Context: an optimization exercise on an open-source flow, tuned for small area. The choices shown serve that exercise and are no tape-out recipe. Only simulation tests tie the RTL to the original design; equivalence was not proved. Power and IR drop assume default switching activity.

==> flow/design.v (excerpt) <==
module rover_io (
    input  wire        clk,               
    input  wire        rst_n,             
    input  wire [5:0]  rc_in,             
    input  wire        hall_in,           
    input  wire [3:0]  dip_sw,            
    input  wire [15:0] steer_duty,        
    input  wire [14:0] throttle_duty,     
    input  wire [15:0] led_value,         
    output wire [19:0] pulse_width0,
    output wire [19:0] pulse_width1,
    output wire [19:0] pulse_width2,
    output wire [19:0] pulse_width3,
    output wire [19:0] pulse_width4,
    output wire [19:0] pulse_width5,
    output wire [15:0] hall_count,
    output wire        pwm_steering,
    output wire        pwm_throttle,
    output wire        digital_output1,
    output wire [7:0]  led
);
For scale: roughly 1500 cells after synthesis, about 330 flip-flops, roughly 210 I/O pins.
==> flow/config.mk <==
export PLATFORM = sky130hd
export DESIGN_NAME = rover_io
export DESIGN_NICKNAME = rover_io
export VERILOG_FILES = /design/flow/design.v
export SDC_FILE = /design/flow/constraint.sdc
export NUM_CORES = 4
export LEC_CHECK = 0
export CAP_MARGIN = 20
export CORE_MARGIN = 2
export CORE_UTILIZATION = 65
export CTS_BUF_LIST = sky130_fd_sc_hd__clkbuf_4
export SLEW_MARGIN = 20
==> flow/constraint.sdc <==
create_clock -name core_clock -period 20.0 [get_ports {clk}]
set_input_delay 4.0000 -clock core_clock [delete_from_list [all_inputs] [get_ports {clk}]]
set_output_delay 4.0000 -clock core_clock [all_outputs]
set_load 0.01 [all_outputs]
run.sh (not shown) runs the stock make flow with config.mk's settings and CLKGATE_MAP_FILE= SYNTH_SCRIPT=/design/flow/synth_recipe.tcl, a recipe that flattens the netlist after the stock synthesis.
The first run ran to the end with no violations.
Change:
==> flow/flow/run.sh (new file) <==
#!/bin/bash
# The standard layout (standard.sh) with three changes:
#  - synthesis leaves adders to abc (no ADDER_MAP_FILE) and runs abc with the
#    area-oriented script flow/abc_area.script instead of ORFS's;
#  - ports are buffered with buf_1;
#  - the clock tree uses clkbuf_4 leaf clusters of 10 sinks and no dummy loads.
# Everything else (registers, floorplan, power grid, routing) is the standard flow.
# The output of the whole run goes to standard_flow.log; ORFS keeps each
# step's own log under orfs/logs/.
set -euo pipefail
W=$(pwd)
cat > "$W/area_synth.tcl" <<EOF
proc abc {args} {
  set i [lsearch -exact \$args -script]
  if { \$i >= 0 } { set args [lreplace \$args [expr {\$i + 1}] [expr {\$i + 1}] $W/flow/abc_area.script] }
  yosys abc {*}\$args
}
source $W/synth_recipe.tcl
EOF
bash standard.sh \
  "SYNTH_SCRIPT=$W/area_synth.tcl" \
  "ADDER_MAP_FILE=" \
  "BUFFER_PORTS_ARGS=-buffer_cell sky130_fd_sc_hd__buf_1" \
  "CTS_ARGS=-sink_clustering_enable -repair_clock_nets -dont_use_dummy_load -buf_list sky130_fd_sc_hd__clkbuf_4 -sink_clustering_size 10 -sink_clustering_max_diameter 60" \
  finish > standard_flow.log 2>&1
==> flow/flow/abc_area.script (new file) <==
strash
balance
rewrite
refactor
balance
rewrite
rewrite -z
balance
refactor -z
rewrite -z
balance
&get -n
&st
&dch -f
&nf -a -R 1000
&put
strash
balance
rewrite
refactor
balance
rewrite
rewrite -z
balance
refactor -z
rewrite -z
balance
&get -n
&st
&dch -f
&nf -a -R 1000
&put
strash
balance
rewrite
refactor
balance
rewrite
rewrite -z
balance
refactor -z
rewrite -z
balance
&get -n
&st
&dch -f
&nf -a -R 1000
&put
strash
balance
rewrite
refactor
balance
rewrite
rewrite -z
balance
refactor -z
rewrite -z
balance
&get -n
&st
&dch -f
&nf -a -R 1000
&put
strash
balance
rewrite
refactor
balance
rewrite
rewrite -z
balance
refactor -z
rewrite -z
balance
&get -n
&st
&dch -f
&nf -a -R 1000
&put
==> flow/standard.sh (new file) <==
#!/bin/bash
# synth_recipe.tcl (not shown) runs the flow's synth.tcl, then flattens the netlist and writes it again
# the make line also repeats each setting of config.mk as NAME=value (left out here)
make -C /OpenROAD-flow-scripts/flow DESIGN_CONFIG=/design/flow/config.mk WORK_HOME=/design/flow/orfs CLKGATE_MAP_FILE= SYNTH_SCRIPT=/design/flow/synth_recipe.tcl "${@:-finish}"
--- a/flow/config.mk
+++ b/flow/config.mk
@@ -9,4 +9,3 @@
 export CORE_MARGIN = 2
 export CORE_UTILIZATION = 65
-export CTS_BUF_LIST = sky130_fd_sc_hd__clkbuf_4
 export SLEW_MARGIN = 20
removed: flow/run.sh
After rerunning: Utilization is lower by 7.6 points. Critical path depth does not change. Global-route usage went up by 1.7 points. Final area went down by 20%. Cell count drops by 4.7%. Power goes down by 23%. Clock skew is about the same. Register-to-register slack degrades by 90 ps.
Change:
==> flow/run.sh (new file) <==
#!/bin/bash
# synth_recipe.tcl (not shown) runs the flow's synth.tcl, then flattens the netlist and writes it again
# the make line also repeats each setting of config.mk as NAME=value (left out here)
make -C /OpenROAD-flow-scripts/flow DESIGN_CONFIG=/design/flow/config.mk WORK_HOME=/design/flow/orfs CLKGATE_MAP_FILE= SYNTH_SCRIPT=/design/flow/synth_recipe.tcl finish
--- a/flow/config.mk
+++ b/flow/config.mk
@@ -8,4 +8,4 @@
 export CAP_MARGIN = 20
 export CORE_MARGIN = 2
-export CORE_UTILIZATION = 65
+export CORE_UTILIZATION = 40
 export SLEW_MARGIN = 20
removed: flow/flow/run.sh
removed: flow/flow/abc_area.script
removed: flow/standard.sh
Setup slack degrades by 1200 ps.
Clock power goes up to 2.6 times its value.
Count of clock-buffer cells in the layout goes up by 20.
Change:
==> flow/flow/run.sh (new file) <==
#!/bin/bash
# Standard layout with smaller port buffers and a clock tree without dummy loads.
set -euo pipefail
bash standard.sh \
  "BUFFER_PORTS_ARGS=-buffer_cell sky130_fd_sc_hd__buf_1" \
  "CTS_ARGS=-sink_clustering_enable -repair_clock_nets -dont_use_dummy_load -buf_list sky130_fd_sc_hd__clkbuf_4" \
  finish > standard_flow.log 2>&1
==> flow/standard.sh (new file) <==
#!/bin/bash
# synth_recipe.tcl (not shown) runs the flow's synth.tcl, then flattens the netlist and writes it again
# the make line also repeats each setting of config.mk as NAME=value (left out here)
make -C /OpenROAD-flow-scripts/flow DESIGN_CONFIG=/design/flow/config.mk WORK_HOME=/design/flow/orfs CLKGATE_MAP_FILE= SYNTH_SCRIPT=/design/flow/synth_recipe.tcl "${@:-finish}"
--- a/flow/config.mk
+++ b/flow/config.mk
@@ -8,4 +8,4 @@
 export CAP_MARGIN = 20
 export CORE_MARGIN = 2
-export CORE_UTILIZATION = 40
+export CORE_UTILIZATION = 65
 export SLEW_MARGIN = 20
removed: flow/run.sh
Result: Area after synthesis does not change; critical path depth is lower by 1; clock-buffer cell count rises by 24.

-- static timing again, ports no longer ideal --
Ports are ideal in the flow. The routed layouts listed here were re-timed in OpenROAD.
Step 1 assumes that a clkbuf_16 drives the clock port and a buf_2 every other input.
Step 2 also shifts input and output timing later by t, the mid clock arrival at the registers, as if the neighbouring blocks saw the same clock.
Three values: no drivers, after step 1, after step 2; two values: the first two.
| run | t (ns) | slack for setup (ns) | clock arrival spread, ns |
|---|---|---|---|
| the first run | 0.698 | 9.459 / 9.430 / 9.430 | 0.047 / 0.047 |
| the second run | 0.665 | 10.429 / 10.402 / 10.402 | 0.043 / 0.044 |
| the third run | 0.556 | 9.269 / 9.247 / 9.247 | 0.012 / 0.013 |
| the fourth run | 0.656 | 10.284 / 10.260 / 10.260 | 0.089 / 0.090 |
After both steps setup and hold are still met in every run listed. For the first run, which loses most, drivers alone change the setup slack by -0.029 ns; drivers and shift together by -0.029 ns.
